From an optimization exercise on the open Yosys and OpenROAD flow, aimed at small area and a short achievable clock period; shortcuts taken in it are not production practice. At most, simulation tests tie the RTL to the original design; equivalence was not proved. No functional check of the RTL was part of run 2. No driver is modelled on the clock port, so clocking that relies on it looks cheaper here than on a real chip.

`flow/design.v`:
```
module prng (
    input logic [31:0] seed,
    output logic [31:0] rand_num,
    input logic clk,
    input logic rst
);
    logic [31:0] state;
    wire [30:0] x = state[30:0];
    wire [30:0] xn = ~state[30:0];
    wire [30:0] nxt;
    wire s0; wire c0;
    assign s0 = 1'b1 ^ x[2] ^ xn[0];
    assign c0 = (1'b1 & x[2]) | (1'b1 & xn[0]) | (x[2] & xn[0]);
    wire s1; wire c1;
    assign s1 = 1'b1 ^ x[3] ^ xn[1];
    assign c1 = (1'b1 & x[3]) | (1'b1 & xn[1]) | (x[3] & xn[1]);
    wire s2; wire c2;
    fa u2 (.a(x[4]), .b(xn[2]), .c(xn[0]), .s(s2), .co(c2));
    wire s3; wire c3;
    fa u3 (.a(x[5]), .b(xn[3]), .c(xn[1]), .s(s3), .co(c3));
    wire s4; wire c4;
    assign s4 = 1'b0 ^ x[4] ^ x[2];
    assign c4 = (1'b0 & x[4]) | (1'b0 & x[2]) | (x[4] & x[2]);
    wire s5; wire c5;
    fa u5 (.a(x[6]), .b(c3), .c(~s4), .s(s5), .co(c5));
    wire s6; wire c6;
    fa u6 (.a(x[7]), .b(xn[5]), .c(xn[3]), .s(s6), .co(c6));
    wire s7; wire c7;
    fa u7 (.a(x[0]), .b(~c4), .c(s6), .s(s7), .co(c7));
    wire s8; wire c8;
    fa u8 (.a(x[8]), .b(xn[6]), .c(xn[4]), .s(s8), .co(c8));
    wire s9; wire c9;
    fa u9 (.a(x[1]), .b(c6), .c(s8), .s(s9), .co(c9));
    wire s10; wire c10;
    assign s10 = 1'b1 ^ x[9] ^ x[2];
    assign c10 = (1'b1 & x[9]) | (1'b1 & x[2]) | (x[9] & x[2]);
    wire s11; wire c11;
    fa u11 (.a(xn[7]), .b(xn[5]), .c(xn[0]), .s(s11), .co(c11));
    wire s12; wire c12;
    fa u12 (.a(c8), .b(s10), .c(s11), .s(s12), .co(c12));
    wire s13; wire c13;
    fa u13 (.a(xn[8]), .b(xn[6]), .c(xn[1]), .s(s13), .co(c13));
    wire s14; wire c14;
    fa u14 (.a(x[10]), .b(x[3]), .c(c10), .s(s14), .co(c14));
    wire s15; wire c15;
    fa u15 (.a(c11), .b(s13), .c(c12), .s(s15), .co(c15));
    wire s16; wire c16;
    fa u16 (.a(xn[9]), .b(xn[7]), .c(xn[2]), .s(s16), .co(c16));
    wire s17; wire c17;
    fa u17 (.a(x[11]), .b(x[4]), .c(c13), .s(s17), .co(c17));
    wire s18; wire c18;
    fa u18 (.a(s16), .b(c14), .c(s17), .s(s18), .co(c18));
    wire s19; wire c19;
    assign s19 = 1'b1 ^ x[12] ^ x[5];
    assign c19 = (1'b1 & x[12]) | (1'b1 & x[5]) | (x[12] & x[5]);
    wire s20; wire c20;
    fa u20 (.a(xn[10]), .b(xn[8]), .c(xn[3]), .s(s20), .co(c20));
    wire s21; wire c21;
    fa u21 (.a(x[0]), .b(c16), .c(s19), .s(s21), .co(c21));
    wire s22; wire c22;
    fa u22 (.a(s20), .b(c17), .c(s21), .s(s22), .co(c22));
    wire s23; wire c23;
    assign s23 = 1'b1 ^ x[13] ^ x[6];
    assign c23 = (1'b1 & x[13]) | (1'b1 & x[6]) | (x[13] & x[6]);
    wire s24; wire c24;
    fa u24 (.a(xn[11]), .b(xn[9]), .c(xn[4]), .s(s24), .co(c24));
    wire s25; wire c25;
    fa u25 (.a(x[1]), .b(c19), .c(c20), .s(s25), .co(c25));
    wire s26; wire c26;
    fa u26 (.a(s23), .b(s24), .c(c21), .s(s26), .co(c26));
    wire s27; wire c27;
    fa u27 (.a(s25), .b(c22), .c(s26), .s(s27), .co(c27));
    wire s28; wire c28;
    fa u28 (.a(x[14]), .b(x[7]), .c(x[2]), .s(s28), .co(c28));
    wire s29; wire c29;
    fa u29 (.a(xn[12]), .b(xn[10]), .c(xn[5]), .s(s29), .co(c29));
    wire s30; wire c30;
    fa u30 (.a(x[0]), .b(c23), .c(c24), .s(s30), .co(c30));
    wire s31; wire c31;
    fa u31 (.a(s28), .b(s29), .c(c25), .s(s31), .co(c31));
    wire s32; wire c32;
    fa u32 (.a(s30), .b(c26), .c(s31), .s(s32), .co(c32));
    wire s33; wire c33;
    fa u33 (.a(x[15]), .b(x[8]), .c(x[3]), .s(s33), .co(c33));
    wire s34; wire c34;
    fa u34 (.a(xn[13]), .b(xn[11]), .c(xn[6]), .s(s34), .co(c34));
    wire s35; wire c35;
    fa u35 (.a(x[1]), .b(c28), .c(c29), .s(s35), .co(c35));
    wire s36; wire c36;
    fa u36 (.a(s33), .b(s34), .c(c30), .s(s36), .co(c36));
    wire s37; wire c37;
    fa u37 (.a(s35), .b(c31), .c(s36), .s(s37), .co(c37));
    wire s38; wire c38;
    fa u38 (.a(xn[14]), .b(xn[12]), .c(xn[7]), .s(s38), .co(c38));
    wire s39; wire c39;
    fa u39 (.a(x[9]), .b(x[4]), .c(x[2]), .s(s39), .co(c39));
    wire s40; wire c40;
    fa u40 (.a(x[16]), .b(c33), .c(c34), .s(s40), .co(c40));
    wire s41; wire c41;
    fa u41 (.a(s38), .b(s39), .c(c35), .s(s41), .co(c41));
    wire s42; wire c42;
    fa u42 (.a(s40), .b(c36), .c(s41), .s(s42), .co(c42));
    wire s43; wire c43;
    assign s43 = 1'b0 ^ x[15] ^ x[13];
    assign c43 = (1'b0 & x[15]) | (1'b0 & x[13]) | (x[15] & x[13]);
    wire s44; wire c44;
    fa u44 (.a(x[10]), .b(x[5]), .c(x[3]), .s(s44), .co(c44));
    wire s45; wire c45;
    fa u45 (.a(xn[8]), .b(xn[0]), .c(x[17]), .s(s45), .co(c45));
    wire s46; wire c46;
    fa u46 (.a(c38), .b(c39), .c(~s43), .s(s46), .co(c46));
    wire s47; wire c47;
    fa u47 (.a(s44), .b(s45), .c(c40), .s(s47), .co(c47));
    wire s48; wire c48;
    fa u48 (.a(s46), .b(c41), .c(s47), .s(s48), .co(c48));
    wire s49; wire c49;
    fa u49 (.a(xn[14]), .b(xn[9]), .c(xn[1]), .s(s49), .co(c49));
    wire s50; wire c50;
    fa u50 (.a(x[11]), .b(x[6]), .c(x[4]), .s(s50), .co(c50));
    wire s51; wire c51;
    fa u51 (.a(xn[16]), .b(~c43), .c(c44), .s(s51), .co(c51));
    wire s52; wire c52;
    fa u52 (.a(x[18]), .b(s49), .c(s50), .s(s52), .co(c52));
    wire s53; wire c53;
    fa u53 (.a(c45), .b(c46), .c(s51), .s(s53), .co(c53));
    wire s54; wire c54;
    fa u54 (.a(s52), .b(c47), .c(s53), .s(s54), .co(c54));
    wire s55; wire c55;
    fa u55 (.a(xn[15]), .b(xn[10]), .c(xn[2]), .s(s55), .co(c55));
    wire s56; wire c56;
    fa u56 (.a(x[12]), .b(x[7]), .c(x[5]), .s(s56), .co(c56));
    wire s57; wire c57;
    fa u57 (.a(x[0]), .b(xn[17]), .c(x[19]), .s(s57), .co(c57));
    wire s58; wire c58;
    fa u58 (.a(c49), .b(c50), .c(s55), .s(s58), .co(c58));
    wire s59; wire c59;
    fa u59 (.a(s56), .b(s57), .c(c51), .s(s59), .co(c59));
    wire s60; wire c60;
    fa u60 (.a(c52), .b(s58), .c(c53), .s(s60), .co(c60));
    wire s61; wire c61;
    fa u61 (.a(s59), .b(c54), .c(s60), .s(s61), .co(c61));
    wire s62; wire c62;
    fa u62 (.a(x[13]), .b(x[8]), .c(x[6]), .s(s62), .co(c62));
    wire s63; wire c63;
    fa u63 (.a(xn[11]), .b(xn[3]), .c(x[1]), .s(s63), .co(c63));
    wire s64; wire c64;
    fa u64 (.a(xn[16]), .b(xn[18]), .c(x[20]), .s(s64), .co(c64));
    wire s65; wire c65;
    fa u65 (.a(c55), .b(c56), .c(s62), .s(s65), .co(c65));
    wire s66; wire c66;
    fa u66 (.a(s63), .b(c57), .c(s64), .s(s66), .co(c66));
    wire s67; wire c67;
    fa u67 (.a(c58), .b(s65), .c(c59), .s(s67), .co(c67));
    wire s68; wire c68;
    fa u68 (.a(s66), .b(s67), .c(c60), .s(s68), .co(c68));
    wire s69; wire c69;
    fa u69 (.a(x[14]), .b(x[9]), .c(x[7]), .s(s69), .co(c69));
    wire s70; wire c70;
    fa u70 (.a(xn[12]), .b(xn[4]), .c(x[2]), .s(s70), .co(c70));
    wire s71; wire c71;
    fa u71 (.a(xn[17]), .b(xn[19]), .c(x[21]), .s(s71), .co(c71));
    wire s72; wire c72;
    fa u72 (.a(c62), .b(c63), .c(s69), .s(s72), .co(c72));
    wire s73; wire c73;
    fa u73 (.a(s70), .b(c64), .c(s71), .s(s73), .co(c73));
    wire s74; wire c74;
    fa u74 (.a(c65), .b(s72), .c(c66), .s(s74), .co(c74));
    wire s75; wire c75;
    fa u75 (.a(s73), .b(c67), .c(s74), .s(s75), .co(c75));
    wire s76; wire c76;
    assign s76 = 1'b1 ^ x[15] ^ x[10];
    assign c76 = (1'b1 & x[15]) | (1'b1 & x[10]) | (x[15] & x[10]);
    wire s77; wire c77;
    fa u77 (.a(xn[13]), .b(xn[5]), .c(xn[0]), .s(s77), .co(c77));
    wire s78; wire c78;
    fa u78 (.a(x[8]), .b(x[3]), .c(xn[18]), .s(s78), .co(c78));
    wire s79; wire c79;
    fa u79 (.a(xn[20]), .b(c69), .c(c70), .s(s79), .co(c79));
    wire s80; wire c80;
    fa u80 (.a(x[22]), .b(s76), .c(s77), .s(s80), .co(c80));
    wire s81; wire c81;
    fa u81 (.a(s78), .b(c71), .c(c72), .s(s81), .co(c81));
    wire s82; wire c82;
    fa u82 (.a(s79), .b(s80), .c(c73), .s(s82), .co(c82));
    wire s83; wire c83;
    fa u83 (.a(s81), .b(c74), .c(s82), .s(s83), .co(c83));
    wire s84; wire c84;
    fa u84 (.a(xn[14]), .b(xn[6]), .c(xn[1]), .s(s84), .co(c84));
    wire s85; wire c85;
    fa u85 (.a(x[11]), .b(x[9]), .c(x[4]), .s(s85), .co(c85));
    wire s86; wire c86;
    fa u86 (.a(x[16]), .b(xn[19]), .c(xn[21]), .s(s86), .co(c86));
    wire s87; wire c87;
    fa u87 (.a(c76), .b(c77), .c(s84), .s(s87), .co(c87));
    wire s88; wire c88;
    fa u88 (.a(s85), .b(x[23]), .c(c78), .s(s88), .co(c88));
    wire s89; wire c89;
    fa u89 (.a(c79), .b(s86), .c(c80), .s(s89), .co(c89));
    wire s90; wire c90;
    fa u90 (.a(s87), .b(s88), .c(c81), .s(s90), .co(c90));
    wire s91; wire c91;
    fa u91 (.a(s89), .b(c82), .c(s90), .s(s91), .co(c91));
    wire s92; wire c92;
    fa u92 (.a(xn[15]), .b(xn[7]), .c(xn[2]), .s(s92), .co(c92));
    wire s93; wire c93;
    fa u93 (.a(x[12]), .b(x[10]), .c(x[5]), .s(s93), .co(c93));
    wire s94; wire c94;
    fa u94 (.a(x[17]), .b(c84), .c(c85), .s(s94), .co(c94));
    wire s95; wire c95;
    fa u95 (.a(xn[20]), .b(xn[22]), .c(s92), .s(s95), .co(c95));
    wire s96; wire c96;
    fa u96 (.a(s93), .b(x[24]), .c(c86), .s(s96), .co(c96));
    wire s97; wire c97;
    fa u97 (.a(c87), .b(s94), .c(s95), .s(s97), .co(c97));
    wire s98; wire c98;
    fa u98 (.a(c88), .b(s96), .c(c89), .s(s98), .co(c98));
    wire s99; wire c99;
    fa u99 (.a(s97), .b(c90), .c(s98), .s(s99), .co(c99));
    wire s100; wire c100;
    fa u100 (.a(x[13]), .b(x[11]), .c(x[6]), .s(s100), .co(c100));
    wire s101; wire c101;
    fa u101 (.a(xn[8]), .b(xn[3]), .c(x[0]), .s(s101), .co(c101));
    wire s102; wire c102;
    fa u102 (.a(xn[16]), .b(x[18]), .c(xn[21]), .s(s102), .co(c102));
    wire s103; wire c103;
    fa u103 (.a(c92), .b(c93), .c(s100), .s(s103), .co(c103));
    wire s104; wire c104;
    fa u104 (.a(s101), .b(xn[23]), .c(x[25]), .s(s104), .co(c104));
    wire s105; wire c105;
    fa u105 (.a(c94), .b(s102), .c(c95), .s(s105), .co(c105));
    wire s106; wire c106;
    fa u106 (.a(s103), .b(s104), .c(c96), .s(s106), .co(c106));
    wire s107; wire c107;
    fa u107 (.a(c97), .b(s105), .c(s106), .s(s107), .co(c107));
    wire s108; wire c108;
    fa u108 (.a(c98), .b(s107), .c(c99), .s(s108), .co(c108));
    wire s109; wire c109;
    fa u109 (.a(x[14]), .b(x[12]), .c(x[7]), .s(s109), .co(c109));
    wire s110; wire c110;
    fa u110 (.a(xn[9]), .b(xn[4]), .c(x[1]), .s(s110), .co(c110));
    wire s111; wire c111;
    fa u111 (.a(xn[17]), .b(c100), .c(c101), .s(s111), .co(c111));
    wire s112; wire c112;
    fa u112 (.a(x[19]), .b(s109), .c(s110), .s(s112), .co(c112));
    wire s113; wire c113;
    fa u113 (.a(xn[22]), .b(xn[24]), .c(x[26]), .s(s113), .co(c113));
    wire s114; wire c114;
    fa u114 (.a(c102), .b(c103), .c(s111), .s(s114), .co(c114));
    wire s115; wire c115;
    fa u115 (.a(s112), .b(c104), .c(s113), .s(s115), .co(c115));
    wire s116; wire c116;
    fa u116 (.a(c105), .b(s114), .c(c106), .s(s116), .co(c116));
    wire s117; wire c117;
    fa u117 (.a(s115), .b(c107), .c(s116), .s(s117), .co(c117));
    wire s118; wire c118;
    fa u118 (.a(x[15]), .b(x[13]), .c(x[8]), .s(s118), .co(c118));
    wire s119; wire c119;
    fa u119 (.a(xn[10]), .b(xn[5]), .c(x[2]), .s(s119), .co(c119));
    wire s120; wire c120;
    fa u120 (.a(xn[18]), .b(c109), .c(c110), .s(s120), .co(c120));
    wire s121; wire c121;
    fa u121 (.a(x[20]), .b(s118), .c(s119), .s(s121), .co(c121));
    wire s122; wire c122;
    fa u122 (.a(xn[23]), .b(xn[25]), .c(x[27]), .s(s122), .co(c122));
    wire s123; wire c123;
    fa u123 (.a(c111), .b(c112), .c(s120), .s(s123), .co(c123));
    wire s124; wire c124;
    fa u124 (.a(s121), .b(c113), .c(s122), .s(s124), .co(c124));
    wire s125; wire c125;
    fa u125 (.a(c114), .b(s123), .c(c115), .s(s125), .co(c125));
    wire s126; wire c126;
    fa u126 (.a(s124), .b(c116), .c(s125), .s(s126), .co(c126));
    wire s127; wire c127;
    fa u127 (.a(x[14]), .b(x[9]), .c(x[3]), .s(s127), .co(c127));
    wire s128; wire c128;
    fa u128 (.a(xn[11]), .b(xn[6]), .c(x[16]), .s(s128), .co(c128));
    wire s129; wire c129;
    fa u129 (.a(xn[19]), .b(c118), .c(c119), .s(s129), .co(c129));
    wire s130; wire c130;
    fa u130 (.a(x[21]), .b(s127), .c(s128), .s(s130), .co(c130));
    wire s131; wire c131;
    fa u131 (.a(xn[24]), .b(xn[26]), .c(x[28]), .s(s131), .co(c131));
    wire s132; wire c132;
    fa u132 (.a(c120), .b(c121), .c(s129), .s(s132), .co(c132));
    wire s133; wire c133;
    fa u133 (.a(s130), .b(c122), .c(s131), .s(s133), .co(c133));
    wire s134; wire c134;
    fa u134 (.a(c123), .b(s132), .c(c124), .s(s134), .co(c134));
    wire s135; wire c135;
    fa u135 (.a(s133), .b(c125), .c(s134), .s(s135), .co(c135));
    wire s136; wire c136;
    fa u136 (.a(x[15]), .b(x[10]), .c(x[4]), .s(s136), .co(c136));
    wire s137; wire c137;
    fa u137 (.a(xn[12]), .b(xn[7]), .c(x[17]), .s(s137), .co(c137));
    wire s138; wire c138;
    fa u138 (.a(xn[20]), .b(c127), .c(x[22]), .s(s138), .co(c138));
    wire s139; wire c139;
    fa u139 (.a(c128), .b(s136), .c(s137), .s(s139), .co(c139));
    wire s140; wire c140;
    fa u140 (.a(xn[25]), .b(xn[27]), .c(c129), .s(s140), .co(c140));
    wire s141; wire c141;
    fa u141 (.a(x[29]), .b(s138), .c(c130), .s(s141), .co(c141));
    wire s142; wire c142;
    fa u142 (.a(s139), .b(c131), .c(c132), .s(s142), .co(c142));
    wire s143; wire c143;
    fa u143 (.a(s140), .b(s141), .c(c133), .s(s143), .co(c143));
    wire s144; wire c144;
    fa u144 (.a(s142), .b(c134), .c(s143), .s(s144), .co(c144));
    wire s145;
    assign s145 = x[11] ^ x[5] ^ x[0];
    wire s146;
    assign s146 = xn[13] ^ xn[8] ^ x[16];
    wire s147;
    assign s147 = x[18] ^ xn[21] ^ c136;
    wire s148;
    assign s148 = s145 ^ x[23] ^ c137;
    wire s149;
    assign s149 = s146 ^ xn[26] ^ xn[28];
    wire s150;
    assign s150 = c138 ^ s147 ^ x[30];
    wire s151;
    assign s151 = c139 ^ s148 ^ c140;
    wire s152;
    assign s152 = s149 ^ c141 ^ s150;
    wire s153;
    assign s153 = s151 ^ c142 ^ s152;
    wire s154;
    assign s154 = c143 ^ s153 ^ c144;
    wire [30:0] ra, rb;
    assign ra[0] = x[0];
    assign rb[0] = 1'b1;
    assign ra[1] = x[1];
    assign rb[1] = 1'b0;
    assign ra[2] = s0;
    assign rb[2] = 1'b0;
    assign ra[3] = c0;
    assign rb[3] = s1;
    assign ra[4] = c1;
    assign rb[4] = s2;
    assign ra[5] = c2;
    assign rb[5] = s3;
    assign ra[6] = s5;
    assign rb[6] = 1'b0;
    assign ra[7] = c5;
    assign rb[7] = s7;
    assign ra[8] = c7;
    assign rb[8] = s9;
    assign ra[9] = c9;
    assign rb[9] = s12;
    assign ra[10] = s14;
    assign rb[10] = s15;
    assign ra[11] = c15;
    assign rb[11] = s18;
    assign ra[12] = c18;
    assign rb[12] = s22;
    assign ra[13] = s27;
    assign rb[13] = 1'b0;
    assign ra[14] = c27;
    assign rb[14] = s32;
    assign ra[15] = c32;
    assign rb[15] = s37;
    assign ra[16] = c37;
    assign rb[16] = s42;
    assign ra[17] = c42;
    assign rb[17] = s48;
    assign ra[18] = c48;
    assign rb[18] = s54;
    assign ra[19] = s61;
    assign rb[19] = 1'b0;
    assign ra[20] = c61;
    assign rb[20] = s68;
    assign ra[21] = c68;
    assign rb[21] = s75;
    assign ra[22] = c75;
    assign rb[22] = s83;
    assign ra[23] = c83;
    assign rb[23] = s91;
    assign ra[24] = c91;
    assign rb[24] = s99;
    assign ra[25] = s108;
    assign rb[25] = 1'b0;
    assign ra[26] = c108;
    assign rb[26] = s117;
    assign ra[27] = c117;
    assign rb[27] = s126;
    assign ra[28] = c126;
    assign rb[28] = s135;
    assign ra[29] = c135;
    assign rb[29] = s144;
    assign ra[30] = s154;
    assign rb[30] = 1'b0;
    wire [30:0] g0 = ra & rb;
    wire [30:0] p0 = ra ^ rb;
    wire gg1 = g0[1] | (p0[1] & g0[0]);
    wire gg2 = g0[2] | (p0[2] & gg1);
    wire gg3 = g0[3] | (p0[3] & g0[2]);
    wire pp3 = p0[3] & p0[2];
    wire gg4 = gg3 | (pp3 & gg1);
    wire gg5 = g0[4] | (p0[4] & g0[3]);
    wire pp5 = p0[4] & p0[3];
    wire gg6 = gg5 | (pp5 & gg2);
    wire gg7 = g0[5] | (p0[5] & g0[4]);
    wire pp7 = p0[5] & p0[4];
    wire gg8 = gg7 | (pp7 & g0[3]);
    wire pp8 = pp7 & p0[3];
    wire gg9 = gg8 | (pp8 & gg2);
    wire gg10 = g0[6] | (p0[6] & gg9);
    wire gg11 = g0[7] | (p0[7] & g0[6]);
    wire pp11 = p0[7] & p0[6];
    wire gg12 = gg11 | (pp11 & gg9);
    wire gg13 = g0[8] | (p0[8] & g0[7]);
    wire pp13 = p0[8] & p0[7];
    wire gg14 = gg13 | (pp13 & gg10);
    wire gg15 = g0[9] | (p0[9] & g0[8]);
    wire pp15 = p0[9] & p0[8];
    wire gg16 = gg15 | (pp15 & gg11);
    wire pp16 = pp15 & pp11;
    wire gg17 = gg16 | (pp16 & gg9);
    wire gg18 = g0[10] | (p0[10] & gg15);
    wire pp18 = p0[10] & pp15;
    wire gg19 = gg18 | (pp18 & gg12);
    wire gg20 = g0[11] | (p0[11] & g0[10]);
    wire pp20 = p0[11] & p0[10];
    wire gg21 = gg20 | (pp20 & gg17);
    wire gg22 = g0[12] | (p0[12] & gg20);
    wire pp22 = p0[12] & pp20;
    wire gg23 = gg22 | (pp22 & gg17);
    wire gg24 = g0[13] | (p0[13] & gg23);
    wire gg25 = g0[14] | (p0[14] & g0[13]);
    wire pp25 = p0[14] & p0[13];
    wire gg26 = gg25 | (pp25 & gg23);
    wire gg27 = g0[15] | (p0[15] & g0[14]);
    wire pp27 = p0[15] & p0[14];
    wire gg28 = gg27 | (pp27 & g0[13]);
    wire pp28 = pp27 & p0[13];
    wire gg29 = gg28 | (pp28 & gg23);
    wire gg30 = g0[16] | (p0[16] & g0[15]);
    wire pp30 = p0[16] & p0[15];
    wire gg31 = gg30 | (pp30 & g0[14]);
    wire pp31 = pp30 & p0[14];
    wire gg32 = gg31 | (pp31 & gg24);
    wire gg33 = g0[17] | (p0[17] & g0[16]);
    wire pp33 = p0[17] & p0[16];
    wire gg34 = gg33 | (pp33 & gg27);
    wire pp34 = pp33 & pp27;
    wire gg35 = gg34 | (pp34 & gg24);
    wire gg36 = g0[18] | (p0[18] & g0[17]);
    wire pp36 = p0[18] & p0[17];
    wire gg37 = gg36 | (pp36 & gg30);
    wire pp37 = pp36 & pp30;
    wire gg38 = gg37 | (pp37 & gg26);
    wire gg39 = g0[18] | (p0[18] & gg33);
    wire pp39 = p0[18] & pp33;
    wire gg40 = g0[19] | (p0[19] & gg39);
    wire pp40 = p0[19] & pp39;
    wire gg41 = gg40 | (pp40 & gg29);
    wire gg42 = g0[20] | (p0[20] & g0[19]);
    wire pp42 = p0[20] & p0[19];
    wire gg43 = gg42 | (pp42 & gg38);
    wire gg44 = g0[21] | (p0[21] & g0[20]);
    wire pp44 = p0[21] & p0[20];
    wire gg45 = gg44 | (pp44 & g0[19]);
    wire pp45 = pp44 & p0[19];
    wire gg46 = gg45 | (pp45 & gg38);
    wire gg47 = g0[22] | (p0[22] & g0[21]);
    wire pp47 = p0[22] & p0[21];
    wire gg48 = gg47 | (pp47 & gg42);
    wire pp48 = pp47 & pp42;
    wire gg49 = gg48 | (pp48 & gg38);
    wire gg50 = g0[23] | (p0[23] & g0[22]);
    wire pp50 = p0[23] & p0[22];
    wire gg51 = gg50 | (pp50 & gg44);
    wire pp51 = pp50 & pp44;
    wire gg52 = gg51 | (pp51 & gg41);
    wire gg53 = g0[24] | (p0[24] & g0[23]);
    wire pp53 = p0[24] & p0[23];
    wire gg54 = gg53 | (pp53 & gg47);
    wire pp54 = pp53 & pp47;
    wire gg55 = gg54 | (pp54 & gg43);
    wire gg56 = g0[25] | (p0[25] & gg54);
    wire pp56 = p0[25] & pp54;
    wire gg57 = gg56 | (pp56 & gg43);
    wire gg58 = g0[26] | (p0[26] & g0[25]);
    wire pp58 = p0[26] & p0[25];
    wire gg59 = gg58 | (pp58 & gg55);
    wire gg60 = g0[27] | (p0[27] & g0[26]);
    wire pp60 = p0[27] & p0[26];
    wire gg61 = gg60 | (pp60 & g0[25]);
    wire pp61 = pp60 & p0[25];
    wire gg62 = gg61 | (pp61 & gg55);
    wire gg63 = g0[28] | (p0[28] & g0[27]);
    wire pp63 = p0[28] & p0[27];
    wire gg64 = gg63 | (pp63 & gg58);
    wire pp64 = pp63 & pp58;
    wire gg65 = gg64 | (pp64 & gg55);
    wire gg66 = g0[29] | (p0[29] & g0[28]);
    wire pp66 = p0[29] & p0[28];
    wire gg67 = gg66 | (pp66 & gg60);
    wire pp67 = pp66 & pp60;
    wire gg68 = gg67 | (pp67 & gg57);
    wire gg69 = g0[29] | (p0[29] & gg63);
    wire pp69 = p0[29] & pp63;
    wire gg70 = g0[30] | (p0[30] & gg69);
    wire pp70 = p0[30] & pp69;
    wire gg71 = gg70 | (pp70 & gg59);
    assign nxt[0] = p0[0];
    assign nxt[1] = p0[1] ^ g0[0];
    assign nxt[2] = p0[2] ^ gg1;
    assign nxt[3] = p0[3] ^ gg2;
    assign nxt[4] = p0[4] ^ gg4;
    assign nxt[5] = p0[5] ^ gg6;
    assign nxt[6] = p0[6] ^ gg9;
    assign nxt[7] = p0[7] ^ gg10;
    assign nxt[8] = p0[8] ^ gg12;
    assign nxt[9] = p0[9] ^ gg14;
    assign nxt[10] = p0[10] ^ gg17;
    assign nxt[11] = p0[11] ^ gg19;
    assign nxt[12] = p0[12] ^ gg21;
    assign nxt[13] = p0[13] ^ gg23;
    assign nxt[14] = p0[14] ^ gg24;
    assign nxt[15] = p0[15] ^ gg26;
    assign nxt[16] = p0[16] ^ gg29;
    assign nxt[17] = p0[17] ^ gg32;
    assign nxt[18] = p0[18] ^ gg35;
    assign nxt[19] = p0[19] ^ gg38;
    assign nxt[20] = p0[20] ^ gg41;
    assign nxt[21] = p0[21] ^ gg43;
    assign nxt[22] = p0[22] ^ gg46;
    assign nxt[23] = p0[23] ^ gg49;
    assign nxt[24] = p0[24] ^ gg52;
    assign nxt[25] = p0[25] ^ gg55;
    assign nxt[26] = p0[26] ^ gg57;
    assign nxt[27] = p0[27] ^ gg59;
    assign nxt[28] = p0[28] ^ gg62;
    assign nxt[29] = p0[29] ^ gg65;
    assign nxt[30] = p0[30] ^ gg68;
    always_ff @(posedge clk) begin
        if (rst) begin
            state <= seed;
        end else begin
            state <= {1'b0, nxt};
        end
        rand_num <= state;
    end
endmodule
module fa (
    input  logic a,
    input  logic b,
    input  logic c,
    output logic s,
    output logic co
);
    assign s = a ^ b ^ c;
    assign co = (a & b) | (a & c) | (b & c);
endmodule
```
`flow/flow/run.sh`:
```
#!/bin/bash
# Standard layout with two changes: the smallest buffer on each port, and
# useful clock skew between registers after clock tree synthesis (skew.tcl).
# Clock tree synthesis adds no dummy loads.
export BUFFER_PORTS_ARGS="-buffer_cell sky130_fd_sc_hd__buf_1"
export POST_CTS_TCL="$PWD/flow/skew.tcl"
export SKIP_CTS_REPAIR_TIMING=1
# clock tree: no dummy loads for balancing (the skew step sets the arrivals)
export CTS_ARGS="-sink_clustering_enable -repair_clock_nets -dont_use_dummy_load -sink_clustering_size 24 -sink_clustering_max_diameter 120 -buf_list {sky130_fd_sc_hd__clkbuf_4 sky130_fd_sc_hd__clkbuf_8}"
bash standard.sh > standard.log 2>&1
```
`flow/flow/skew.py`:
```
#!/usr/bin/env python3
"""Plan a later clock arrival for registers (useful skew).

usage: skew.py PATHS PERIOD

PATHS holds lines "kind from to slack" as skew.tcl writes them. A delay D[r]
(>= 0) on register r's clock changes a register-to-register path s->e by
D[s] - D[e]. The plan finds the smallest period T such that:
  setup   (PERIOD - slack) + D[s] - D[e] <= T      for register pairs
  hold    slack + D[s] - D[e] >= HOLD_MARGIN
  output  (PERIOD - slack) + D[s] <= T            (the skew may only hurt)
  input   (PERIOD - slack) <= T                   (no gain from the skew)
  D[r] <= DMAX
and prints, for each register that needs a delay, a chain of delay cells.
"""
import sys

DMAX = 1.5
HOLD_MARGIN = 0.0
LEVEL_COST = 0.15
# cells and the delay each adds in front of one register's clock pin (ns)
CELLS = [
    ('sky130_fd_sc_hd__clkbuf_1', 0.09, 3.75),
    ('sky130_fd_sc_hd__dlygate4sd1_1', 0.20, 8.76),
    ('sky130_fd_sc_hd__clkdlybuf4s50_1', 0.46, 10.01),
]

path_file, period = sys.argv[1], float(sys.argv[2])
setup, hold, outp, inp, inhold = {}, {}, {}, {}, {}
regs = set()
for line in open(path_file):
    f = line.split()
    if len(f) != 4:
        continue
    kind, s, e, sl = f[0], f[1], f[2], float(f[3])
    if kind == 'max':
        setup[(s, e)] = min(setup.get((s, e), 1e9), sl)
        regs.update((s, e))
    elif kind == 'min':
        hold[(s, e)] = min(hold.get((s, e), 1e9), sl)
        regs.update((s, e))
    elif kind == 'outmax':
        outp[s] = min(outp.get(s, 1e9), sl)
        regs.add(s)
    elif kind == 'inmax':
        inp[e] = min(inp.get(e, 1e9), sl)
        regs.add(e)
    elif kind == 'inmin':
        inhold[e] = min(inhold.get(e, 1e9), sl)
        regs.add(e)
regs = sorted(regs)
idx = {r: i + 1 for i, r in enumerate(regs)}


def solve(T):
    # difference constraints x[b] >= x[a] + w as edges (a, b, w); longest path
    edges = []
    for r in regs:
        ub = DMAX
        if r in inhold:
            ub = min(ub, max(0.0, inhold[r] - HOLD_MARGIN))
        if r in outp:
            ub = min(ub, T - (period - outp[r]))
        if ub < 0:
            return None
        edges.append((0, idx[r], 0.0))
        edges.append((idx[r], 0, -ub))
    for (s, e), sl in setup.items():
        d = period - sl
        if s == e:
            if d > T:
                return None
            continue
        edges.append((idx[s], idx[e], d - T))
    for (s, e), sl in hold.items():
        if s == e:
            continue
        # D[e] - D[s] <= sl - margin
        edges.append((idx[e], idx[s], -max(0.0, sl - HOLD_MARGIN)))
    for e, sl in inp.items():
        if period - sl > T:
            return None
    n = len(regs) + 1
    x = [0.0] + [-1e18] * (n - 1)
    for it in range(n + 1):
        changed = False
        for a, b, w in edges:
            if x[a] > -1e17 and x[a] + w > x[b] + 1e-9:
                x[b] = x[a] + w
                changed = True
        if not changed:
            return {r: x[idx[r]] for r in regs}
        if x[0] > 1e-9:
            return None
    return None


t0 = max([period - sl for sl in setup.values()] + [period - sl for sl in inp.values()]
         + [period - sl for sl in outp.values()])
lo, hi = 0.0, t0
if solve(hi) is None:
    print(f'# no skew plan (T0 {t0:.3f})')
    sys.exit(0)
for _ in range(40):
    m = (lo + hi) / 2
    if solve(m) is None:
        lo = m
    else:
        hi = m
T = hi
D = solve(T)
print(f'# period without skew {t0:.3f}, with skew {T:.3f}')


CELL_D = {c[0]: c[1] for c in CELLS}


def chain(delta):
    # fewest-area chain of cells whose delay is closest to delta
    best = None
    for a in range(0, 4):
        for b in range(0, 4):
            for c in range(0, 4):
                if a + b + c == 0 or a + b + c > 4:
                    continue
                n = (a, b, c)
                d = sum(k * cell[1] for k, cell in zip(n, CELLS))
                area = sum(k * cell[2] for k, cell in zip(n, CELLS))
                cost = abs(d - delta) + 0.004 * area
                if best is None or cost < best[0]:
                    best = (cost, n)
    out = []
    for k, cell in zip(best[1], CELLS):
        out += [cell[0]] * k
    return out


# Shared delays: the registers are put on a few levels; level k is reached
# through a cascade of delay stages, each stage driving the registers of its
# level and the next stage.
need = sorted((D[r], r) for r in regs if D[r] >= 0.06)
if not need:
    sys.exit(0)
vals = [v for v, _ in need]


def levels_for(k):
    # 1-D k-means on the wanted delays
    cent = [vals[int((i + 0.5) * len(vals) / k)] for i in range(k)]
    for _ in range(50):
        groups = [[] for _ in cent]
        for v in vals:
            groups[min(range(k), key=lambda i: abs(v - cent[i]))].append(v)
        cent = [sum(g) / len(g) if g else c for g, c in zip(groups, cent)]
    err = sum(min(abs(v - c) for c in cent) for v in vals)
    return sorted(cent), err


best = None
for k in range(1, 7):
    cent, err = levels_for(k)
    cost = err + LEVEL_COST * k
    if best is None or cost < best[0]:
        best = (cost, cent)
cent = best[1]
prev = 0.0
real = 0.0
lev_of = {r: min(range(len(cent)), key=lambda i: abs(v - cent[i])) + 1 for v, r in need}
for k, c in enumerate(cent, 1):
    # each stage ends in a stronger buffer that drives its registers and the
    # next stage
    nload = sum(1 for r in lev_of if lev_of[r] == k) + (1 if k < len(cent) else 0)
    driver = ('sky130_fd_sc_hd__clkbuf_8', 0.12) if nload > 3 else ('sky130_fd_sc_hd__clkbuf_4', 0.12)
    rest = c - real - driver[1]
    cells = chain(rest) if rest > 0.05 else []
    cells.append(driver[0])
    real += sum(CELL_D.get(x, driver[1]) for x in cells)
    print('stage', k, f'{c:.3f}', ' '.join(cells))
for v, r in need:
    print('level', r, lev_of[r], f'{v:.3f}')
```
`flow/flow/skew.tcl`:
```
# Useful clock skew between registers, run after clock tree synthesis
# (POST_CTS_TCL). It measures the worst setup and hold slack of every
# register-to-register path, and the worst slack of every path from an input
# and to an output, then asks skew.py for a later clock arrival for each
# register that shortens the period set by the register-to-register paths.
# Paths from the inputs and to the outputs get no gain from it: an input path
# must meet that period without the skew, and an output path must meet it with
# the skew. The delays are made by clock buffers put in front of the
# registers' clock pins.

set skew_dir [file dirname [file normalize [info script]]]
set work_dir [file dirname $skew_dir]
set_propagated_clock [all_clocks]
estimate_parasitics -placement

set regs [all_registers -cells]
set clkpin [dict create]
set dpin [dict create]
set cellof [dict create]
foreach r $regs {
  set n [get_full_name $r]
  dict set cellof $n $r
  foreach p [get_pins -of_objects $r] {
    set pn [get_property $p lib_pin_name]
    if { $pn == "CLK" } { dict set clkpin $n $p }
    if { $pn == "D" } { dict set dpin $n $p }
  }
}

set f [open $work_dir/skew_paths.txt w]
foreach r $regs {
  set n [get_full_name $r]
  set cp [dict get $clkpin $n]
  foreach {kind pd} {max max min min} {
    set paths [find_timing_paths -from $cp -path_delay $pd \
      -group_path_count 10000 -endpoint_path_count 1 -unique_paths_to_endpoint]
    foreach p $paths {
      set ep [get_property $p endpoint]
      set epn [get_full_name $ep]
      if { [get_property $ep direction] == "output" } {
        puts $f "out$kind $n - [get_property $p slack]"
      } else {
        set einst [get_full_name [get_cells -of_objects $ep]]
        puts $f "$kind $n $einst [get_property $p slack]"
      }
    }
  }
  set dp [dict get $dpin $n]
  foreach {kind pd} {inmax max inmin min} {
    set paths [find_timing_paths -from [all_inputs] -to $dp -path_delay $pd]
    foreach p $paths {
      puts $f "$kind - $n [get_property $p slack]"
    }
  }
}
close $f

set period [get_property [lindex [all_clocks] 0] period]
exec python3 $skew_dir/skew.py $work_dir/skew_paths.txt $period > $work_dir/skew_plan.txt
puts "skew plan:"
puts [exec cat $work_dir/skew_plan.txt]

set block [ord::get_db_block]
set stages {}
set level [dict create]
foreach line [split [exec cat $work_dir/skew_plan.txt] "\n"] {
  if { [lindex $line 0] == "stage" } { lappend stages [lrange $line 3 end] }
  if { [lindex $line 0] == "level" } { dict set level [lindex $line 1] [lindex $line 2] }
}
set nbuf 0
set drv_net ""
set k 0
foreach cells $stages {
  incr k
  set pins {}
  set sx 0
  set sy 0
  set np 0
  dict for {n lv} $level {
    if { $lv >= $k } {
      lappend pins [dict get $clkpin $n]
      set loc [[sta::sta_to_db_inst [dict get $cellof $n]] getLocation]
      set sx [expr { $sx + [lindex $loc 0] }]
      set sy [expr { $sy + [lindex $loc 1] }]
      incr np
    }
  }
  if { $np == 0 } { break }
  set xy [list [ord::dbu_to_microns [expr { $sx / $np }]] [ord::dbu_to_microns [expr { $sy / $np }]]]
  foreach cell $cells {
    if { $drv_net == "" } {
      set net [get_nets -of_objects [lindex $pins end]]
      insert_buffer -buffer_cell $cell -net $net -load_pins $pins -load_pins_on_diff_nets \
        -location $xy -buffer_name skewbuf_$nbuf -net_name skewnet_$nbuf
    } else {
      insert_buffer -buffer_cell $cell -net $drv_net -load_pins $pins \
        -location $xy -buffer_name skewbuf_$nbuf -net_name skewnet_$nbuf
    }
    set drv_net [get_nets skewnet_$nbuf]
    set bnet [$block findNet skewnet_$nbuf]
    if { $bnet ne "NULL" && $bnet ne "" } { $bnet setSigType CLOCK }
    incr nbuf
  }
}
puts "skew buffers inserted: $nbuf"

detailed_placement
check_placement -verbose
estimate_parasitics -placement
report_worst_slack -max
report_worst_slack -min
```
`flow/standard.sh`:
```
#!/bin/bash
# synth_recipe.tcl (not shown) runs the flow's synth.tcl, then flattens the netlist and writes it again
# the make line also repeats each setting of config.mk as NAME=value (left out here)
make -C /OpenROAD-flow-scripts/flow DESIGN_CONFIG=/design/flow/config.mk WORK_HOME=/design/flow/orfs CLKGATE_MAP_FILE= SYNTH_SCRIPT=/design/flow/synth_recipe.tcl "${@:-finish}"
```
`flow/config.mk`:
```
export PLATFORM = sky130hd
export DESIGN_NAME = prng
export DESIGN_NICKNAME = prng
export VERILOG_FILES = /design/flow/design.v
export SDC_FILE = /design/flow/constraint.sdc
export NUM_CORES = 4
export LEC_CHECK = 0
export CAP_MARGIN = 20
export CORE_MARGIN = 2
export CORE_UTILIZATION = 50
export CTS_BUF_LIST = sky130_fd_sc_hd__clkbuf_4 sky130_fd_sc_hd__clkbuf_8
export HOLD_SLACK_MARGIN = 0.1
export SETUP_SLACK_MARGIN = 3.3
export SLEW_MARGIN = 20
export SYNTH_HIERARCHICAL = 1
```
`flow/constraint.sdc`:
```
create_clock -name core_clock -period 7.0 [get_ports {clk}]
set_input_delay 1.4000 -clock core_clock [delete_from_list [all_inputs] [get_ports {clk}]]
set_output_delay 1.4000 -clock core_clock [all_outputs]
set_load 0.01 [all_outputs]
```
==> run_results.csv, run 1 <==
group,metric,value,unit
route,viasPerCell,5.30,
logic_synthesis,synth-compound-area-share,8.53,%
clock_network,clock_latency,1.67,ns
logic_synthesis,synthSimpleGateAreaFrac,4.79,%
route,detail_route.wl_per_cell,19.8,um
setup_path,cpPeakStageDelay,0.50,ns
grt,grt_max_degree,61,
clock_network,tritoncts,"done",
finish,drive_gt1_share,19.0,%
placed_design,placedCellCount,673,
floorplanning,ios,66,
logic_synthesis,ys_seq_elements,64,
placed_design,gp_congestion,0.868,
logic_synthesis,synthTopCellsByCount,"137 x fa_1, 64 x dfxtp_1, 53 x inv_1",
clock_network,clock-sinks,64,
timing,setup_viol,0,
finish,utilization,60.0,%
setup_path,cp_max_fo,5,
timing,fin_ws,3.44,ns
timing,finalCriticalPeriod,3.56,ns
logic_synthesis,synthAdderAreaFrac,54.4,%
logic_synthesis,syn-num-nets,676,
floorplanning,die_x,112,um
grt,grt_antenna_before_repair,0,
grt,grt_pass1_wl,23000,um
finish,n_antenna_cell,0,
timing,rsz0062_at_grt,"no",
timing,max_slew_margin,62.7,%
placed_design,place_ws,2.35,ns
timing,post-route-period-util,50.9,%
route,drc,0,
route,antenna_left,0,
logic_synthesis,ys_warn_count,7,
setup_path,slowest_stage,"fa_1",
timing,whs,0.117,ns
timing,hold_viol,0,
logic_synthesis,yosysTopAreaCell,"fa_1",
setup_path,worstReg2RegEnd,"state[13]",
floorplanning,die_h,112,um
timing,maxSlewViolCount,0,
setup_path,rr_startpoint,"state[7]",
timing,setup_tns,0,ns
grt,grt_util_all_layers,24.9,%
logic_synthesis,synth_edf_count,0,
setup_path,path_common_cell,"fa_1",
finish,fin_nets,776,
route,drtPass1Iterations,4,
logic_synthesis,ys_types,42,
logic_synthesis,ys.flop_type,"dfxtp_1",
logic_synthesis,yosys.cell_count.top_type,"fa_1",
timing,worst_clock_skew,1.32,ns
logic_synthesis,synth_xor_area_share,5.84,%
route,wl,14100,um
timing,fmax,281,MHz
logic_synthesis,synth_top_family_by_area,"adder cells",
setup_path,worstSetupStartpoint,"state[7]",
logic_synthesis,syn_inst,470,
flow_run,cap_violations,0,
logic_synthesis,synth.area.top_cells,"fa_1 47%, dfxtp_1 22%, ha_1 7.5%",
grt,gr-total-overflow,0,
finish,fill_cells,1006,
clock_network,clk_pin_slew,0.06,ns
floorplanning,dieArea,0.0126,sq mm
placed_design,hpwl,11300,um
route,vias,3768,
floorplanning,initial_core_util,51.2,%
finish,layout.cells.non_filler,711,
logic_synthesis,syn_area_per_cell,12.4,sq um
placed_design,port_buffers,65,
setup_path,worstSetupStartpointType,"flip-flop",
setup_path,cp.arrival,3.80,ns
logic_synthesis,ys_seq_area_share,21.9,%
logic_synthesis,async_flop_share,0,%
setup_path,r2r_setup_slack,3.44,ns
hold_path,holdCritPathClass,"reg -> reg",
logic_synthesis,synth_area,0.00585,sq mm
setup_path,cp.required,7.24,ns
setup_path,worstSetupPathType,"reg -> reg",
floorplanning,rows,39,
floorplanning,core,0.0114,sq mm
route,drt_iter0_markers,214,
setup_path,crit_chain,"inv_4 -> fa_1 -> fa_1 -> fa_1 -> ha_4 -> nand3_1 -> o31a_4 -> o211ai_1 -> ha_2 -> mux2_2",
setup_path,crit_path_end_kind,"flip-flop",
grt,first_global_vias,4231,
run_status,status,"finished clean",
setup_path,reg2reg_depth,10,
timing,tightest_slew,0.560,ns
setup_path,crit_end,"state[13]",
finish,syn_to_final_growth,17.1,%
logic_synthesis,synthMuxAreaShare,0.770,%
logic_synthesis,synth_top_cell_area_share,46.9,%
-- critical path, delay by kind of cell, from the launching register on --
| family | cells | cell delay, ns |
|---|---|---|
| fa+ha+maj | 5 | 2.04 |
| compound gates | 2 | 0.60 |
| simple gates | 1 | 0.07 |
| buf+inv | 1 | 0.08 |
| mux | 1 | 0.26 |
| flops | 1 | 0.39 |
-- flip-flops by register name, indices dropped and copies added, names as in the netlist --
register	count
rand_num	32
state	32
-- logic make-up (layout without fill, tap and decap cells) --
logic type               count (synthesis)  after routing
flip-flops                              64             64
AO/OA/AOI/OAI                           72             72
adder cells (fa/ha/maj)                172            172
multiplexers                             4              4
AND/OR/NAND/NOR                         60             60
buffers and inverters                   59            157
XOR/XNOR                                39             39
-- how the worst min path moves through the flow --
stage,start,endpoint,cells after the start
2_1_floorplan,state[31],rand_num[31],0
3_3_place_gp,state[31],rand_num[31],0
3_5_place_dp,state[31],rand_num[31],0
5_1_grt,state[13],state[30],8
6_report,state[13],state[30],8
-- layout by cell type (no fill, tap or decap), types with 4 or more instances in the layout --
cell / count
dfxtp_4: 17
mux2_2: 4
xor2_1: 13
inv_1: 37
inv_4: 6
xnor2_1: 26
dfxtp_2: 6
fa_2: 12
inv_2: 9
a21oi_1: 11
ha_4: 7
clkbuf_8: 11
o21ai_0: 24
fa_1: 125
o31ai_1: 5
dlygate4sd3_1: 4
dfxtp_1: 41
o211ai_1: 4
ha_1: 27
o21a_1: 4
nand2_1: 33
nor3_2: 4
buf_4: 17
nor2_1: 5
a31oi_1: 4
buf_1: 64
-- Yosys stat by module (local to each module, per instance) --
module | cells | times used | cell area, sq um | flip-flops and latches
prng | 333 | 1 | 3110 | 64
fa | 1 | 137 | 20.0 | 0
-- layer usage --
| layer | share of wire [%] | global-route usage [%] | vias to the layer above |
|---|---|---|---|
| met4 | 1.6 | 8.29 | 0 |
| met5 | 0 | 0 | - |
| met3 | 5.7 | 4.75 | 17 |
| met1 | 46 | 36.5 | 1921 |
| li1 | - | - | 1725 |
| met2 | 47 | 37.9 | 105 |
-- final cells by class, clock buffers not listed --
type | count | area [sq um] | share of cell area (%)
multi-input cells | 347 | 4490 | 65.6
well taps | 143 | 179 | 2.61
repair buffers | 86 | 413 | 6.03
flip-flops and latches | 64 | 1350 | 19.7
inverters | 53 | 219 | 3.20
-- per-stage QoR --
step / instance area [sq um]
finish: 6850
global route: 6850
detailed placement: 6440
global placement: 6440
floorplan: 6030
==> run 2: changes to the inputs <==
--- a/flow/design.v
+++ b/flow/design.v
@@ -81,11 +81,11 @@
     wire s32; wire c32;
     fa u32 (.a(s30), .b(c26), .c(s31), .s(s32), .co(c32));
     wire s33; wire c33;
-    fa u33 (.a(x[15]), .b(x[8]), .c(x[3]), .s(s33), .co(c33));
+    fa u33 (.a(xn[13]), .b(xn[11]), .c(xn[6]), .s(s33), .co(c33));
     wire s34; wire c34;
-    fa u34 (.a(xn[13]), .b(xn[11]), .c(xn[6]), .s(s34), .co(c34));
+    fa u34 (.a(x[8]), .b(x[3]), .c(x[1]), .s(s34), .co(c34));
     wire s35; wire c35;
-    fa u35 (.a(x[1]), .b(c28), .c(c29), .s(s35), .co(c35));
+    fa u35 (.a(x[15]), .b(c28), .c(c29), .s(s35), .co(c35));
     wire s36; wire c36;
     fa u36 (.a(s33), .b(s34), .c(c30), .s(s36), .co(c36));
     wire s37; wire c37;
@@ -101,12 +101,12 @@
     wire s42; wire c42;
     fa u42 (.a(s40), .b(c36), .c(s41), .s(s42), .co(c42));
     wire s43; wire c43;
-    assign s43 = 1'b0 ^ x[15] ^ x[13];
-    assign c43 = (1'b0 & x[15]) | (1'b0 & x[13]) | (x[15] & x[13]);
+    assign s43 = 1'b0 ^ x[13] ^ x[8];
+    assign c43 = (1'b0 & x[13]) | (1'b0 & x[8]) | (x[13] & x[8]);
     wire s44; wire c44;
     fa u44 (.a(x[10]), .b(x[5]), .c(x[3]), .s(s44), .co(c44));
     wire s45; wire c45;
-    fa u45 (.a(xn[8]), .b(xn[0]), .c(x[17]), .s(s45), .co(c45));
+    fa u45 (.a(xn[0]), .b(xn[15]), .c(x[17]), .s(s45), .co(c45));
     wire s46; wire c46;
     fa u46 (.a(c38), .b(c39), .c(~s43), .s(s46), .co(c46));
     wire s47; wire c47;
@@ -126,11 +126,11 @@
     wire s54; wire c54;
     fa u54 (.a(s52), .b(c47), .c(s53), .s(s54), .co(c54));
     wire s55; wire c55;
-    fa u55 (.a(xn[15]), .b(xn[10]), .c(xn[2]), .s(s55), .co(c55));
+    fa u55 (.a(x[12]), .b(x[7]), .c(x[5]), .s(s55), .co(c55));
     wire s56; wire c56;
-    fa u56 (.a(x[12]), .b(x[7]), .c(x[5]), .s(s56), .co(c56));
+    fa u56 (.a(xn[10]), .b(xn[2]), .c(x[0]), .s(s56), .co(c56));
     wire s57; wire c57;
-    fa u57 (.a(x[0]), .b(xn[17]), .c(x[19]), .s(s57), .co(c57));
+    fa u57 (.a(xn[15]), .b(xn[17]), .c(x[19]), .s(s57), .co(c57));
     wire s58; wire c58;
     fa u58 (.a(c49), .b(c50), .c(s55), .s(s58), .co(c58));
     wire s59; wire c59;
@@ -168,16 +168,16 @@
     wire s75; wire c75;
     fa u75 (.a(s73), .b(c67), .c(s74), .s(s75), .co(c75));
     wire s76; wire c76;
-    assign s76 = 1'b1 ^ x[15] ^ x[10];
-    assign c76 = (1'b1 & x[15]) | (1'b1 & x[10]) | (x[15] & x[10]);
+    assign s76 = 1'b0 ^ x[13] ^ x[5];
+    assign c76 = (1'b0 & x[13]) | (1'b0 & x[5]) | (x[13] & x[5]);
     wire s77; wire c77;
-    fa u77 (.a(xn[13]), .b(xn[5]), .c(xn[0]), .s(s77), .co(c77));
+    fa u77 (.a(x[10]), .b(x[8]), .c(x[3]), .s(s77), .co(c77));
     wire s78; wire c78;
-    fa u78 (.a(x[8]), .b(x[3]), .c(xn[18]), .s(s78), .co(c78));
+    fa u78 (.a(xn[0]), .b(x[15]), .c(xn[18]), .s(s78), .co(c78));
     wire s79; wire c79;
     fa u79 (.a(xn[20]), .b(c69), .c(c70), .s(s79), .co(c79));
     wire s80; wire c80;
-    fa u80 (.a(x[22]), .b(s76), .c(s77), .s(s80), .co(c80));
+    fa u80 (.a(x[22]), .b(~s76), .c(s77), .s(s80), .co(c80));
     wire s81; wire c81;
     fa u81 (.a(s78), .b(c71), .c(c72), .s(s81), .co(c81));
     wire s82; wire c82;
@@ -191,7 +191,7 @@
     wire s86; wire c86;
     fa u86 (.a(x[16]), .b(xn[19]), .c(xn[21]), .s(s86), .co(c86));
     wire s87; wire c87;
-    fa u87 (.a(c76), .b(c77), .c(s84), .s(s87), .co(c87));
+    fa u87 (.a(~c76), .b(c77), .c(s84), .s(s87), .co(c87));
     wire s88; wire c88;
     fa u88 (.a(s85), .b(x[23]), .c(c78), .s(s88), .co(c88));
     wire s89; wire c89;
@@ -201,9 +201,9 @@
     wire s91; wire c91;
     fa u91 (.a(s89), .b(c82), .c(s90), .s(s91), .co(c91));
     wire s92; wire c92;
-    fa u92 (.a(xn[15]), .b(xn[7]), .c(xn[2]), .s(s92), .co(c92));
+    fa u92 (.a(x[12]), .b(x[10]), .c(x[5]), .s(s92), .co(c92));
     wire s93; wire c93;
-    fa u93 (.a(x[12]), .b(x[10]), .c(x[5]), .s(s93), .co(c93));
+    fa u93 (.a(xn[7]), .b(xn[2]), .c(xn[15]), .s(s93), .co(c93));
     wire s94; wire c94;
     fa u94 (.a(x[17]), .b(c84), .c(c85), .s(s94), .co(c94));
     wire s95; wire c95;
@@ -253,15 +253,15 @@
     wire s117; wire c117;
     fa u117 (.a(s115), .b(c107), .c(s116), .s(s117), .co(c117));
     wire s118; wire c118;
-    fa u118 (.a(x[15]), .b(x[13]), .c(x[8]), .s(s118), .co(c118));
+    fa u118 (.a(x[13]), .b(x[8]), .c(x[2]), .s(s118), .co(c118));
     wire s119; wire c119;
-    fa u119 (.a(xn[10]), .b(xn[5]), .c(x[2]), .s(s119), .co(c119));
+    fa u119 (.a(xn[10]), .b(xn[5]), .c(x[15]), .s(s119), .co(c119));
     wire s120; wire c120;
     fa u120 (.a(xn[18]), .b(c109), .c(c110), .s(s120), .co(c120));
     wire s121; wire c121;
-    fa u121 (.a(x[20]), .b(s118), .c(s119), .s(s121), .co(c121));
+    fa u121 (.a(x[20]), .b(s118), .c(xn[23]), .s(s121), .co(c121));
     wire s122; wire c122;
-    fa u122 (.a(xn[23]), .b(xn[25]), .c(x[27]), .s(s122), .co(c122));
+    fa u122 (.a(s119), .b(xn[25]), .c(x[27]), .s(s122), .co(c122));
     wire s123; wire c123;
     fa u123 (.a(c111), .b(c112), .c(s120), .s(s123), .co(c123));
     wire s124; wire c124;
@@ -275,13 +275,13 @@
     wire s128; wire c128;
     fa u128 (.a(xn[11]), .b(xn[6]), .c(x[16]), .s(s128), .co(c128));
     wire s129; wire c129;
-    fa u129 (.a(xn[19]), .b(c118), .c(c119), .s(s129), .co(c129));
+    fa u129 (.a(xn[19]), .b(x[21]), .c(c118), .s(s129), .co(c129));
     wire s130; wire c130;
-    fa u130 (.a(x[21]), .b(s127), .c(s128), .s(s130), .co(c130));
+    fa u130 (.a(c119), .b(s127), .c(xn[24]), .s(s130), .co(c130));
     wire s131; wire c131;
-    fa u131 (.a(xn[24]), .b(xn[26]), .c(x[28]), .s(s131), .co(c131));
+    fa u131 (.a(s128), .b(xn[26]), .c(x[28]), .s(s131), .co(c131));
     wire s132; wire c132;
-    fa u132 (.a(c120), .b(c121), .c(s129), .s(s132), .co(c132));
+    fa u132 (.a(c120), .b(s129), .c(c121), .s(s132), .co(c132));
     wire s133; wire c133;
     fa u133 (.a(s130), .b(c122), .c(s131), .s(s133), .co(c133));
     wire s134; wire c134;
@@ -289,39 +289,39 @@
     wire s135; wire c135;
     fa u135 (.a(s133), .b(c125), .c(s134), .s(s135), .co(c135));
     wire s136; wire c136;
-    fa u136 (.a(x[15]), .b(x[10]), .c(x[4]), .s(s136), .co(c136));
+    fa u136 (.a(xn[12]), .b(x[10]), .c(xn[7]), .s(s136), .co(c136));
     wire s137; wire c137;
-    fa u137 (.a(xn[12]), .b(xn[7]), .c(x[17]), .s(s137), .co(c137));
+    fa u137 (.a(x[4]), .b(x[15]), .c(x[17]), .s(s137), .co(c137));
     wire s138; wire c138;
     fa u138 (.a(xn[20]), .b(c127), .c(x[22]), .s(s138), .co(c138));
     wire s139; wire c139;
-    fa u139 (.a(c128), .b(s136), .c(s137), .s(s139), .co(c139));
+    fa u139 (.a(s136), .b(c128), .c(xn[25]), .s(s139), .co(c139));
     wire s140; wire c140;
-    fa u140 (.a(xn[25]), .b(xn[27]), .c(c129), .s(s140), .co(c140));
+    fa u140 (.a(s137), .b(xn[27]), .c(c129), .s(s140), .co(c140));
     wire s141; wire c141;
     fa u141 (.a(x[29]), .b(s138), .c(c130), .s(s141), .co(c141));
     wire s142; wire c142;
-    fa u142 (.a(s139), .b(c131), .c(c132), .s(s142), .co(c142));
+    fa u142 (.a(s139), .b(c131), .c(s140), .s(s142), .co(c142));
     wire s143; wire c143;
-    fa u143 (.a(s140), .b(s141), .c(c133), .s(s143), .co(c143));
+    fa u143 (.a(c132), .b(s141), .c(c133), .s(s143), .co(c143));
     wire s144; wire c144;
     fa u144 (.a(s142), .b(c134), .c(s143), .s(s144), .co(c144));
     wire s145;
     assign s145 = x[11] ^ x[5] ^ x[0];
     wire s146;
-    assign s146 = xn[13] ^ xn[8] ^ x[16];
+    assign s146 = x[13] ^ x[8] ^ xn[16];
     wire s147;
     assign s147 = x[18] ^ xn[21] ^ c136;
     wire s148;
     assign s148 = s145 ^ x[23] ^ c137;
     wire s149;
-    assign s149 = s146 ^ xn[26] ^ xn[28];
+    assign s149 = s146 ^ x[26] ^ x[28];
     wire s150;
     assign s150 = c138 ^ s147 ^ x[30];
     wire s151;
     assign s151 = c139 ^ s148 ^ c140;
     wire s152;
-    assign s152 = s149 ^ c141 ^ s150;
+    assign s152 = ~s149 ^ c141 ^ s150;
     wire s153;
     assign s153 = s151 ^ c142 ^ s152;
     wire s154;
==> flow/flow/run.sh (replaced) <==
#!/bin/bash
# Standard layout with two changes: the smallest buffer on each port, and
# useful clock skew between registers after clock tree synthesis (skew.tcl).
# Clock tree synthesis adds no dummy loads.
export BUFFER_PORTS_ARGS="-buffer_cell sky130_fd_sc_hd__buf_1"
export POST_CTS_TCL="$PWD/flow/skew.tcl"
export SKIP_CTS_REPAIR_TIMING=1
# clock tree: no dummy loads for balancing (the skew step sets the arrivals)
export CTS_ARGS="-sink_clustering_enable -repair_clock_nets -dont_use_dummy_load -buf_list {sky130_fd_sc_hd__clkbuf_4 sky130_fd_sc_hd__clkbuf_8}"
bash standard.sh > standard.log 2>&1
==> run 2 against run 1 <==
Effect of this change: still clean on timing, DRC and antenna; die area is 0.29% lower; final cell count is 1.3% higher; area after synthesis is 0.30% lower; synthesized cell count is 0.43% higher; sequential share of layout area is 0.13 points lower; largest cell class unchanged.
==> run_results.csv, run 2 <==
group,metric,value,unit
finish,utilization,60.3,%
finish,most-common-layout-cells,"125 x fa_1, 64 x buf_1, 44 x dfxtp_1",
logic_synthesis,async_flop_share,0,%
route,antenna_left,0,
setup_path,crit_family,"adder cells",
route,drc,0,
placed_design,place_ws,2.47,ns
timing,setup_tns,0,ns
finish,mostFrequentLayoutCell,"fa_1",
route,met1Wirelength,6600,um
logic_synthesis,syn_area_per_cell,12.4,sq um
timing,fmax,278,MHz
timing,rsz0062_at_grt,"yes",
finish,fin_nets,785,
setup_path,crit_chain,"inv_4 -> fa_2 -> fa_2 -> fa_1 -> fa_1 -> ha_4 -> nand4_1 -> a211oi_2 -> nor3_2 -> o311a_4 -> nor2_4 -> xnor2_2 -> o21ai_1",
timing,finalCriticalPeriod,3.60,ns
route,wl_met2,6740,um
floorplanning,initial_core_util,51.1,%
logic_synthesis,yosys.cell_count.top_type,"fa_1",
logic_synthesis,ys_seq_area_share,22.0,%
grt,first_global_vias,4105,
floorplanning,die_h,112,um
logic_synthesis,ys_types,40,
placed_design,gp_congestion,0.888,
timing,max_slew_margin,63.2,%
timing,fin_ws,3.40,ns
finish,syn_to_final_growth,18.1,%
placed_design,hpwl,11400,um
route,detail_route.wl_per_cell,20.4,um
logic_synthesis,synth.area.top_cells,"fa_1 47%, dfxtp_1 22%, ha_1 7.5%",
placed_design,port_buffers,65,
flow_run,cap_violations,0,
grt,grt_pass1_wl,23300,um
finish,drive_gt1_share,19.4,%
setup_path,cp.arrival,4.25,ns
setup_path,crit_path_end_kind,"flip-flop",
timing,maxSlewViolCount,0,
floorplanning,core,0.0114,sq mm
grt,grt_util_all_layers,25.8,%
timing,setup_viol,0,
route,top_layer,"met4",
route,viasPerCell,5.24,
timing,worst_clock_skew,1.39,ns
clock_network,clock-sinks,64,
grt,gr-total-overflow,0,
floorplanning,ios,66,
timing,post-route-period-util,51.4,%
route,wl,14700,um
floorplanning,dieArea,0.0125,sq mm
clock_network,clk_pin_slew,0.10,ns
logic_synthesis,synth_edf_count,0,
logic_synthesis,syn-num-nets,678,
logic_synthesis,ys_warn_count,7,
logic_synthesis,ys_seq_elements,64,
floorplanning,rows,39,
setup_path,worstSetupStartpointType,"flip-flop",
setup_path,cp_max_fo,6,
grt,grt_max_degree,63,
route,drt_iter0_markers,167,
run_status,status,"finished clean",
logic_synthesis,ys.flop_type,"dfxtp_1",
finish,final_area,0.00689,sq mm
finish,n_antenna_cell,0,
setup_path,rr_startpoint,"state[13]",
hold_path,hold_start,"state[16]",
setup_path,slowest_stage,"fa_1",
setup_path,worstSetupPathType,"reg -> reg",
floorplanning,die_x,112,um
logic_synthesis,synthTopCellsByCount,"137 x fa_1, 64 x dfxtp_1, 52 x inv_1",
clock_network,clock_latency,1.74,ns
logic_synthesis,synth_top_cell_area_share,47.0,%
setup_path,crit_buf_inv,1,
finish,reg_top3,"rand_num: 32 flops, state: 32 flops",
clock_network,tritoncts,"done",
placed_design,placed_cell_area,0.00641,sq mm
logic_synthesis,syn_inst,472,
grt,grt_antenna_before_repair,0,
route,met3RoutedLength,1030,um
hold_path,holdCritPathClass,"reg -> reg",
setup_path,worstSetupStartpoint,"state[13]",
logic_synthesis,yosysTopAreaCell,"fa_1",
route,vias,3776,
timing,hold_viol,0,
setup_path,cp.required,7.65,ns
route,drtPass1Iterations,4,
setup_path,cpPeakStageDelay,0.54,ns
timing,tightest_slew,0.551,ns
logic_synthesis,synth_area,0.00583,sq mm
run 2: per-stage QoR:
step / cells / hold WS (ns)
after global routing: 720 / 0.182
after floorplan: 472 / 0.310
after global placement: 674 / 0.310
after detailed placement: 674 / 0.315
final: 720 / 0.144
run 2: area by class of cell, clock buffers not listed:
type	instances	area, sq um
fill	982	4530
multi-input combinational	349	4490
sequential	64	1350
timing repair buffer	92	463
inverter	52	204
tap	143	179
run 2: worst paths after layout:
| kind | to | slack [ns] | cells after the start |
|---|---|---|---|
| setup / recovery | state[21] | 3.40 | 13 |
| setup reg to reg | state[21] | 3.40 | 13 |
| hold reg to reg | state[30] | 0.14 | 6 |
| hold / removal | state[30] | 0.14 | 6 |
run 2: modules after synthesis (local to each module, per instance):
module | cells inside | copies in the design | flops+latches
prng | 335 | 1 | 64
fa | 1 | 137 | 0
run 2: per-layer routing:
metal | up-vias | track usage, %
met5 | - | 0
met4 | 0 | 7.15
met3 | 20 | 8.17
met2 | 113 | 39.0
met1 | 1905 | 36.5
li1 | 1738 | -
run 2: kinds of logic after synthesis:
kind of cell             after synthesis  synth area share (%)
flip-flops                            64                  22.0
AO/OA/AOI/OAI                         72                  8.24
AND/OR/NAND/NOR                       63                  4.98
adder cells (fa/ha/maj)              172                  54.5
XOR/XNOR                              38                  5.71
buffers and inverters                 59                  3.80
multiplexers                           4                 0.772
run 2: worst min-delay path, cell delays in order, from the launching register on:
cell	delay, ns
dfxtp_4	0.44
xnor2_1	0.09
xnor2_1	0.17
xnor2_1	0.18
xnor2_2	0.18
a21oi_1	0.07
nand4_1	0.09

separate check: timing with driven ports:
Ports are ideal in the flow. The routed layouts listed here were re-timed in OpenROAD. Step 1 sets driving cells, clkbuf_16 on the clock port and buf_2 on the other inputs (assumed; they add their load-dependent delay and slew). Step 2, shift: input delay + t, output delay - t, t = (earliest + latest rising clock arrival at the registers) / 2. This alone moves slack from input paths to output paths. a / b / c = ideal ports / drivers / drivers and shift; a / b = the first two.
run | shift t [ns] | setup WS [ns] | latest minus earliest clock arrival (ns) | worst register clock-pin slew, ns
run 1 | 1.043 | 3.438 / 3.438 / 3.438 | 1.324 / 1.325 | 0.08 / 0.08
run 2 | 1.082 | 3.402 / 3.402 / 3.402 | 1.392 / 1.392 | 0.10 / 0.10
Clock arrivals are far apart in run 1 and run 2, so t is only a midpoint there and step 2 fits no single register.
